Context: an optimization exercise on an open-source flow, tuned for small area and a short achievable clock period. The choices shown serve that exercise and are no tape-out recipe.
Where RTL was checked, it was by simulation tests only, not by an equivalence proof against the original.

==> run M: inputs <==
Design fir_3tap, start of the top module:
module fir_3tap (input clk,
                 input [7:0] Xin,
                 input [7:0] H0,
                 input [7:0] H1,
                 input [7:0] H2,
                 output reg [15:0] Yout);
Settings: LEC_CHECK=0, CAP_MARGIN=20, CORE_MARGIN=2, CORE_UTILIZATION=40, SLEW_MARGIN=20, SYNTH_HIERARCHICAL=1, SYNTH_MINIMUM_KEEP_SIZE=0; clock period 12.5 ns.
run.sh (not shown) runs the stock make flow with config.mk's settings and CLKGATE_MAP_FILE= SYNTH_SCRIPT=/design/flow/synth_recipe.tcl, a recipe that flattens the netlist after the stock synthesis.
==> run F (differences from run M) <==
==> flow/flow/run.sh (new file) <==
#!/bin/bash
cp standard.sh standard_sh_copy.txt
cp config.mk config_mk_copy.txt
export SETUP_SLACK_MARGIN=6
bash standard.sh > standard.log 2>&1
==> flow/standard.sh (new file) <==
#!/bin/bash
# synth_recipe.tcl (not shown) runs the flow's synth.tcl, then flattens the netlist and writes it again
# the make line also repeats each setting of config.mk as NAME=value (left out here)
make -C /OpenROAD-flow-scripts/flow DESIGN_CONFIG=/design/flow/config.mk WORK_HOME=/design/flow/orfs CLKGATE_MAP_FILE= SYNTH_SCRIPT=/design/flow/synth_recipe.tcl "${@:-finish}"
removed: flow/run.sh
==> run R (differences from run M) <==
- CAP_MARGIN: 20 -> 50
- SLEW_MARGIN: 20 -> 70
==> qor summary <==
Arrival time worst endpoint: run R 6920 ps; run F 6510 ps; run M 7450 ps
Pre-antenna DRT Iters: run R 4; run F 4; run M 5
Final period demand of the worst path: run R 6740 ps; run F 6320 ps; run M 7270 ps
Run status: run R timing/DRC/antenna clean; run F timing/DRC/antenna clean; run M timing/DRC/antenna clean
Fraction of area in registers: run R 13.1%; run F 12.7%; run M 13.1%
Crit path capture: run R Q2n[15]; run F Yout[15]; run M Q2n[15]
Final nets: run R 891; run F 896; run M 892
Master of the slowest instance on the critical path: run R sky130_fd_sc_hd__fa_1; run F sky130_fd_sc_hd__fa_1; run M sky130_fd_sc_hd__clkdlybuf4s50_1
Worst slew slack as a fraction of its limit: run R 73.5%; run F 73.8%; run M 31.4%
Fraction of area in clock buffers and inverters: run R 2.43%; run F 2.35%; run M 2.42%
Fraction of layout instances using a drive strength above 1: run R 3.30%; run F 5.22%; run M 3.00%
Post-route insts no fill: run R 882; run F 887; run M 883
Via-to-Cell Ratio: run R 5.01; run F 5.07; run M 5.02
Critical Path RT: run R 12680 ps; run F 12690 ps; run M 12680 ps

---

==> inputs of try-garnet <==
Another version of the RTL of fir_3tap (not shown whole).
clock: 12.5 ns
lec_check: 0
cap_margin: 20
core_margin: 2
core_utilization: 65
slew_margin: 20
synth_hierarchical: 1
synth_minimum_keep_size: 0
standard.sh (not shown) runs the stock make flow with config.mk's settings and CLKGATE_MAP_FILE= SYNTH_SCRIPT=/design/flow/synth_recipe.tcl, a recipe that flattens the netlist after the stock synthesis.
==> flow/flow/run.sh <==
#!/bin/bash
# The standard layout (standard.sh), with two changes to how it is made:
# - ports are buffered with buf_1 instead of the default delay buffer;
# - repair_timing aims for 6.8 ns of setup slack instead of 0.
set -euo pipefail
export SETUP_SLACK_MARGIN=6.8
export BUFFER_PORTS_ARGS="-buffer_cell sky130_fd_sc_hd__buf_1"
bash standard.sh > standard.log 2>&1
==> try-harbor: changes against try-garnet <==
- CORE_UTILIZATION: 65 -> 40
==> results.txt <==
quantity                                                      try-garnet        try-harbor
Result of the run                               timing/DRC/antenna clean  timing/DRC/antenna clean
Maximum single-stage delay on the critical path                   600 ps            520 ps
CP endpoint                                              Q1n[13]$_DFF_P_  Yout[15]$_DFF_P_
Clock transition at the registers of the reported paths            90 ps             70 ps
Number of nets in the layout                                         910               912
Area after detailed placement                                   6739 µm²          6835 µm²
Number of iterations in the first detailed-routing pass                5                 4
Fraction of standard cell area that is sequential                 13.52%            13.31%
Fill cell instance count of the final layout                         802              1610
Post-cts sizing count                                                  5                11
Clock buffers                                                          7                 5
Via density per instance                                           5.466             4.829
Die area                                                       10970 µm²         17530 µm²
Fraction of standard cell area in multi-input logic               76.33%            74.66%
Post-route non-filler standard cell count                            880               965
Function was not checked in any run of this note: the RTL went through the layout flow alone.

---

==> v2: inputs <==
fir_3tap, a different RTL version from the one above (not shown whole).
Settings: LEC_CHECK=0, CAP_MARGIN=20, CORE_MARGIN=2, CORE_UTILIZATION=55, CTS_BUF_LIST=sky130_fd_sc_hd__clkbuf_8, SLEW_MARGIN=20, SYNTH_HIERARCHICAL=1, SYNTH_MINIMUM_KEEP_SIZE=0, TNS_END_PERCENT=0; clock period 12.5 ns.
==> flow/flow/run.sh <==
#!/bin/bash
# The standard layout (standard.sh), with two changes to how it is made:
# - ports are buffered with buf_1 instead of the default delay buffer;
# - repair_timing aims for 6.9 ns of setup slack instead of 0.
set -euo pipefail
export SETUP_SLACK_MARGIN=7.2
export SETUP_MOVE_SEQUENCE=unbuffer,sizeup,swap
export BUFFER_PORTS_ARGS="-buffer_cell sky130_fd_sc_hd__buf_1"
bash standard.sh > standard.log 2>&1
==> v16 (differences from v2) <==
==> flow/flow/run.sh (replaced) <==
#!/bin/bash
# The standard layout (standard.sh), with two changes to how it is made:
# - ports are buffered with buf_1 instead of the default delay buffer;
# - repair_timing aims for 6.9 ns of setup slack instead of 0.
set -euo pipefail
export SETUP_SLACK_MARGIN=7.6
export SETUP_MOVE_SEQUENCE=unbuffer,sizeup,swap
export BUFFER_PORTS_ARGS="-buffer_cell sky130_fd_sc_hd__buf_1"
bash standard.sh > standard.log 2>&1
==> v13 (differences from v2) <==
--- a/flow/design.v
+++ b/flow/design.v
@@ -664,199 +664,183 @@
 wire n30;
 g_or2 u30 (n30, t0_s54, t0_p0_0);
 wire t0_rs1, t0_rc1;
 full_adder t0_rfa1 (t0_rs1, t0_rc1, t0_c54, t0_s55, n30);
 wire t0_rs2, t0_rc2;
 full_adder t0_rfa2 (t0_rs2, t0_rc2, t0_c55, t0_s56, t0_rc1);
+wire t0_rs3, t0_rc3;
+full_adder t0_rfa3 (t0_rs3, t0_rc3, t0_c56, t0_s57, t0_rc2);
 wire n31;
-g_or2 u31 (n31, t0_c56, t0_s57);
+g_or2 u31 (n31, t0_c57, t0_s58);
 wire n32;
-g_and2 u32 (n32, t0_c56, t0_s57);
+g_and2 u32 (n32, t0_c57, t0_s58);
 wire n33;
-g_aoi21 u33 (n33, n31, t0_rc2, n32);
+g_aoi21 u33 (n33, n31, t0_rc3, n32);
 wire n34;
-g_nor2 u34 (n34, t0_c57, t0_s58);
+g_nor2 u34 (n34, t0_c58, t0_s59);
 wire n35;
-g_nand2 u35 (n35, t0_c57, t0_s58);
+g_nand2 u35 (n35, t0_c58, t0_s59);
 wire n36;
 g_oai21 u36 (n36, n34, n33, n35);
 wire n37;
-g_or2 u37 (n37, t0_c58, t0_s59);
+g_or2 u37 (n37, t0_c59, t0_s60);
 wire n38;
-g_and2 u38 (n38, t0_c58, t0_s59);
+g_and2 u38 (n38, t0_c59, t0_s60);
 wire n39;
 g_aoi21 u39 (n39, n37, n36, n38);
 wire n40;
-g_nor2 u40 (n40, t0_c59, t0_s60);
+g_nor2 u40 (n40, t0_c60, t0_s61);
 wire n41;
-g_nand2 u41 (n41, t0_c59, t0_s60);
+g_nand2 u41 (n41, t0_c60, t0_s61);
 wire n42;
 g_oai21 u42 (n42, n40, n39, n41);
 wire n43;
-g_nor2 u43 (n43, t0_c61, t0_s62);
+g_nor2 u43 (n43, t0_c62, t0_s63);
 wire n44;
-g_nand2 u44 (n44, t0_c60, t0_s61);
+g_nand2 u44 (n44, t0_c61, t0_s62);
 wire n45;
-g_nand2 u45 (n45, t0_c61, t0_s62);
+g_nand2 u45 (n45, t0_c62, t0_s63);
 wire n46;
 g_oai21 u46 (n46, n43, n44, n45);
 wire n47;
-g_nor2 u47 (n47, t0_c60, t0_s61);
+g_nor2 u47 (n47, t0_c61, t0_s62);
 wire n48;
 g_nor2 u48 (n48, n43, n47);
 wire n49;
-g_nor2 u49 (n49, t0_c63, t0_s64);
+g_nor2 u49 (n49, t0_c64, t0_s65);
 wire n50;
-g_nand2 u50 (n50, t0_c62, t0_s63);
+g_nand2 u50 (n50, t0_c63, t0_s64);
 wire n51;
-g_nand2 u51 (n51, t0_c63, t0_s64);
+g_nand2 u51 (n51, t0_c64, t0_s65);
 wire n52;
 g_oai21 u52 (n52, n49, n50, n51);
 wire n53;
-g_nor2 u53 (n53, t0_c62, t0_s63);
+g_nor2 u53 (n53, t0_c63, t0_s64);
 wire n54;
 g_nor2 u54 (n54, n49, n53);
 wire n55;
-g_nor2 u55 (n55, t0_c65, t0_s66);
+g_nor2 u55 (n55, t0_c66, t0_s67);
 wire n56;
-g_nand2 u56 (n56, t0_c64, t0_s65);
+g_nand2 u56 (n56, t0_c65, t0_s66);
 wire n57;
-g_nand2 u57 (n57, t0_c65, t0_s66);
+g_nand2 u57 (n57, t0_c66, t0_s67);
 wire n58;
 g_oai21 u58 (n58, n55, n56, n57);
 wire n59;
-g_nor2 u59 (n59, t0_c64, t0_s65);
+g_nor2 u59 (n59, t0_c65, t0_s66);
 wire n60;
 g_nor2 u60 (n60, n55, n59);
 wire n61;
-g_nor2 u61 (n61, t0_c67, t0_s68);
+g_aoi21 u61 (n61, n48, n42, n46);
 wire n62;
-g_nand2 u62 (n62, t0_c66, t0_s67);
+g_or2 u62 (n62, t0_c60, t0_s61);
 wire n63;
-g_nand2 u63 (n63, t0_c67, t0_s68);
+g_nand2 u63 (n63, n48, n62);
 wire n64;
-g_oai21 u64 (n64, n61, n62, n63);
+g_aoi21 u64 (n64, n60, n52, n58);
 wire n65;
-g_nor2 u65 (n65, t0_c66, t0_s67);
+g_nand2 u65 (n65, n60, n54);
 wire n66;
-g_nor2 u66 (n66, n61, n65);
+g_oai21 u66 (n66, n65, n61, n64);
 wire n67;
-g_aoi21 u67 (n67, n48, n42, n46);
+g_nor2 u67 (n67, n65, n63);
 wire n68;
-g_or2 u68 (n68, t0_c59, t0_s60);
+g_inv u68 (n68, n54);
 wire n69;
-g_nand2 u69 (n69, n48, n68);
+g_inv u69 (n69, n52);
 wire n70;
-g_aoi21 u70 (n70, n60, n52, n58);
+g_oai21 u70 (n70, n68, n61, n69);
 wire n71;
-g_nand2 u71 (n71, n60, n54);
+g_inv u71 (n71, n54);
 wire n72;
-g_oai21 u72 (n72, n71, n67, n70);
+g_nor2 u72 (n72, n71, n63);
 wire n73;
-g_nor2 u73 (n73, n71, n69);
+g_or2 u73 (n73, t0_c61, t0_s62);
 wire n74;
-g_inv u74 (n74, n54);
+g_and2 u74 (n74, t0_c61, t0_s62);
 wire n75;
-g_inv u75 (n75, n52);
+g_aoi21 u75 (n75, n73, n42, n74);
 wire n76;
-g_oai21 u76 (n76, n74, n67, n75);
+g_nand2 u76 (n76, n73, n62);
 wire n77;
-g_inv u77 (n77, n54);
+g_oai21 u77 (n77, n53, n61, n50);
 wire n78;
-g_nor2 u78 (n78, n77, n69);
+g_nor2 u78 (n78, n53, n63);
 wire n79;
-g_aoi21 u79 (n79, n66, n72, n64);
+g_or2 u79 (n79, t0_c65, t0_s66);
 wire n80;
-g_nand2 u80 (n80, n66, n73);
+g_and2 u80 (n80, t0_c65, t0_s66);
 wire n81;
-g_or2 u81 (n81, t0_c60, t0_s61);
+g_aoi21 u81 (n81, n79, n70, n80);
 wire n82;
-g_and2 u82 (n82, t0_c60, t0_s61);
+g_nand2 u82 (n82, n79, n72);
 wire n83;
-g_aoi21 u83 (n83, n81, n42, n82);
+g_or2 u83 (n83, t0_c67, t0_s68);
 wire n84;
-g_nand2 u84 (n84, n81, n68);
+g_and2 u84 (n84, t0_c67, t0_s68);
 wire n85;
-g_oai21 u85 (n85, n53, n67, n50);
+g_aoi21 u85 (n85, n83, n66, n84);
 wire n86;
-g_nor2 u86 (n86, n53, n69);
+g_nand2 u86 (n86, n83, n67);
 wire n87;
-g_or2 u87 (n87, t0_c64, t0_s65);
+g_inv u87 (n87, n29);
 wire n88;
-g_and2 u88 (n88, t0_c64, t0_s65);
+g_inv u88 (n88, t0_rs1);
 wire n89;
-g_aoi21 u89 (n89, n87, n76, n88);
+g_inv u89 (n89, t0_rs2);
 wire n90;
-g_nand2 u90 (n90, n87, n78);
+g_inv u90 (n90, t0_rs3);
 wire n91;
-g_or2 u91 (n91, t0_c66, t0_s67);
+g_xor2 u91 (n91, t0_c57, t0_s58);
 wire n92;
-g_and2 u92 (n92, t0_c66, t0_s67);
+g_xnor2 u92 (n92, n91, t0_rc3);
 wire n93;
-g_aoi21 u93 (n93, n91, n72, n92);
+g_xor2 u93 (n93, t0_c58, t0_s59);
 wire n94;
-g_nand2 u94 (n94, n91, n73);
+g_xor2 u94 (n94, n93, n33);
 wire n95;
-g_inv u95 (n95, n29);
+g_xor2 u95 (n95, t0_c59, t0_s60);
 wire n96;
-g_inv u96 (n96, t0_rs1);
+g_xnor2 u96 (n96, n95, n36);
 wire n97;
-g_inv u97 (n97, t0_rs2);
+g_xor2 u97 (n97, t0_c60, t0_s61);
 wire n98;
-g_xor2 u98 (n98, t0_c56, t0_s57);
+g_xor2 u98 (n98, n97, n39);
 wire n99;
-g_xnor2 u99 (n99, n98, t0_rc2);
+g_xor2 u99 (n99, t0_c61, t0_s62);
 wire n100;
-g_xor2 u100 (n100, t0_c57, t0_s58);
+g_xnor2 u100 (n100, n99, n42);
 wire n101;
-g_xor2 u101 (n101, n100, n33);
+g_xor2 u101 (n101, t0_c62, t0_s63);
 wire n102;
-g_xor2 u102 (n102, t0_c58, t0_s59);
+g_xor2 u102 (n102, n101, n75);
 wire n103;
-g_xnor2 u103 (n103, n102, n36);
+g_xor2 u103 (n103, t0_c63, t0_s64);
 wire n104;
-g_xor2 u104 (n104, t0_c59, t0_s60);
+g_xor2 u104 (n104, n103, n61);
 wire n105;
-g_xor2 u105 (n105, n104, n39);
+g_xor2 u105 (n105, t0_c64, t0_s65);
 wire n106;
-g_xor2 u106 (n106, t0_c60, t0_s61);
+g_xnor2 u106 (n106, n105, n77);
 wire n107;
-g_xnor2 u107 (n107, n106, n42);
+g_xor2 u107 (n107, t0_c65, t0_s66);
 wire n108;
-g_xor2 u108 (n108, t0_c61, t0_s62);
+g_xnor2 u108 (n108, n107, n70);
 wire n109;
-g_xor2 u109 (n109, n108, n83);
+g_xor2 u109 (n109, t0_c66, t0_s67);
 wire n110;
-g_xor2 u110 (n110, t0_c62, t0_s63);
+g_xor2 u110 (n110, n109, n81);
 wire n111;
-g_xor2 u111 (n111, n110, n67);
+g_xor2 u111 (n111, t0_c67, t0_s68);
 wire n112;
-g_xor2 u112 (n112, t0_c63, t0_s64);
+g_xnor2 u112 (n112, n111, n66);
 wire n113;
-g_xnor2 u113 (n113, n112, n85);
+g_xor2 u113 (n113, t0_c68, t0_s69);
 wire n114;
-g_xor2 u114 (n114, t0_c64, t0_s65);
-wire n115;
-g_xnor2 u115 (n115, n114, n76);
-wire n116;
-g_xor2 u116 (n116, t0_c65, t0_s66);
-wire n117;
-g_xor2 u117 (n117, n116, n89);
-wire n118;
-g_xor2 u118 (n118, t0_c66, t0_s67);
-wire n119;
-g_xnor2 u119 (n119, n118, n72);
-wire n120;
-g_xor2 u120 (n120, t0_c67, t0_s68);
-wire n121;
-g_xor2 u121 (n121, n120, n93);
-wire n122;
-g_xor2 u122 (n122, t0_c68, t0_s69);
-wire n123;
-g_xor2 u123 (n123, n122, n79);
-wire [15:0] t0_sn = {n123, n121, n119, n117, n115, n113, n111, n109, n107, n105, n103, n101, n99, n97, n96, n95};
+g_xor2 u114 (n114, n113, n85);
+wire [15:0] t0_sn = {n114, n112, n110, n108, n106, n104, n102, n100, n98, n96, n94, n92, n90, n89, n88, n87};
 always @(posedge clk) begin
   Xd   <= Xin;
   H1d  <= H1;
   H2d  <= H2;
   Pn   <= t2_sn;
   Yout <= t0_sn;
==> flow/flow/run.sh (replaced) <==
#!/bin/bash
# The standard layout (standard.sh), with two changes to how it is made:
# - ports are buffered with buf_1 instead of the default delay buffer;
# - repair_timing aims for 6.9 ns of setup slack instead of 0.
set -euo pipefail
export SETUP_SLACK_MARGIN=6.9
export BUFFER_PORTS_ARGS="-buffer_cell sky130_fd_sc_hd__buf_1"
bash standard.sh > standard.log 2>&1
==> results.txt <==
metric                                                                         v13                       v2                      v16
Multi-input combinational gate total                                           495                      503                      503
Top-area cell type share of the netlist area                                 0.493                    0.488                    0.488
Worst Setup Start Kind                                               primary input                 register                 register
Period utilization                                                           0.438                    0.442                    0.442
Sequential fraction of the synthesis area                                    0.176                    0.175                    0.175
Relative slew margins                                                        0.767                    0.697                    0.697
Outcome                                                    complete, no violations  complete, no violations  complete, no violations
Layout net count                                                               837                      810                      810
Share of cell area taken by flip-flops and latches                           0.169                    0.172                    0.172
Wire length on met3                                                         550 um                   413 um                   413 um
XOR/XNOR Fraction of Synth Area                                             0.0825                   0.0849                   0.0849
Share of cells above drive strength 1                                        0.174                    0.143                    0.143
Number of inverters outside the clock class in the layout                        7                        6                        6
Synthesized instance count                                                     606                      613                      613
Function not checked in v2 and v16: the RTL went through the layout flow alone.

## what the ideal ports hide
The flow's constraints put no driver on any port. The routed layouts listed below were extracted and timed again, unchanged, in two steps. Step 1, drivers: a clkbuf_16 drives clk and a buf_2 each remaining input, both assumed. Step 2 also shifts input and output timing later by t, the mid clock arrival at the registers, as if the neighbouring blocks saw the same clock. Slacks: ideal / step 1 / step 2; pairs: ideal / step 1.
run | shift t [ns] | setup WS [ns] | latest minus earliest clock arrival (ns)
run M | 0.331 | 5.235 / 5.242 / 4.912 | 0.009 / 0.009
run F | 0.332 | 6.177 / 6.179 / 5.847 | 0.011 / 0.010
run R | 0.327 | 5.764 / 5.763 / 5.437 | 0.007 / 0.007
try-garnet | 0.345 | 6.957 / 6.971 / 6.626 | 0.007 / 0.008
try-harbor | 0.329 | 6.928 / 6.940 / 6.611 | 0.009 / 0.009
v2 | 0.362 | 6.974 / 6.974 / 6.637 | 0.016 / 0.016
v16 | 0.362 | 6.974 / 6.974 / 6.637 | 0.016 / 0.016
v13 | 0.372 | 7.020 / 7.034 / 6.662 | 0.008 / 0.009
After both steps setup and hold are still met in every run listed. The setup slack of v13, which loses most, moves by +0.014 ns with the drivers and by -0.358 ns with both steps.
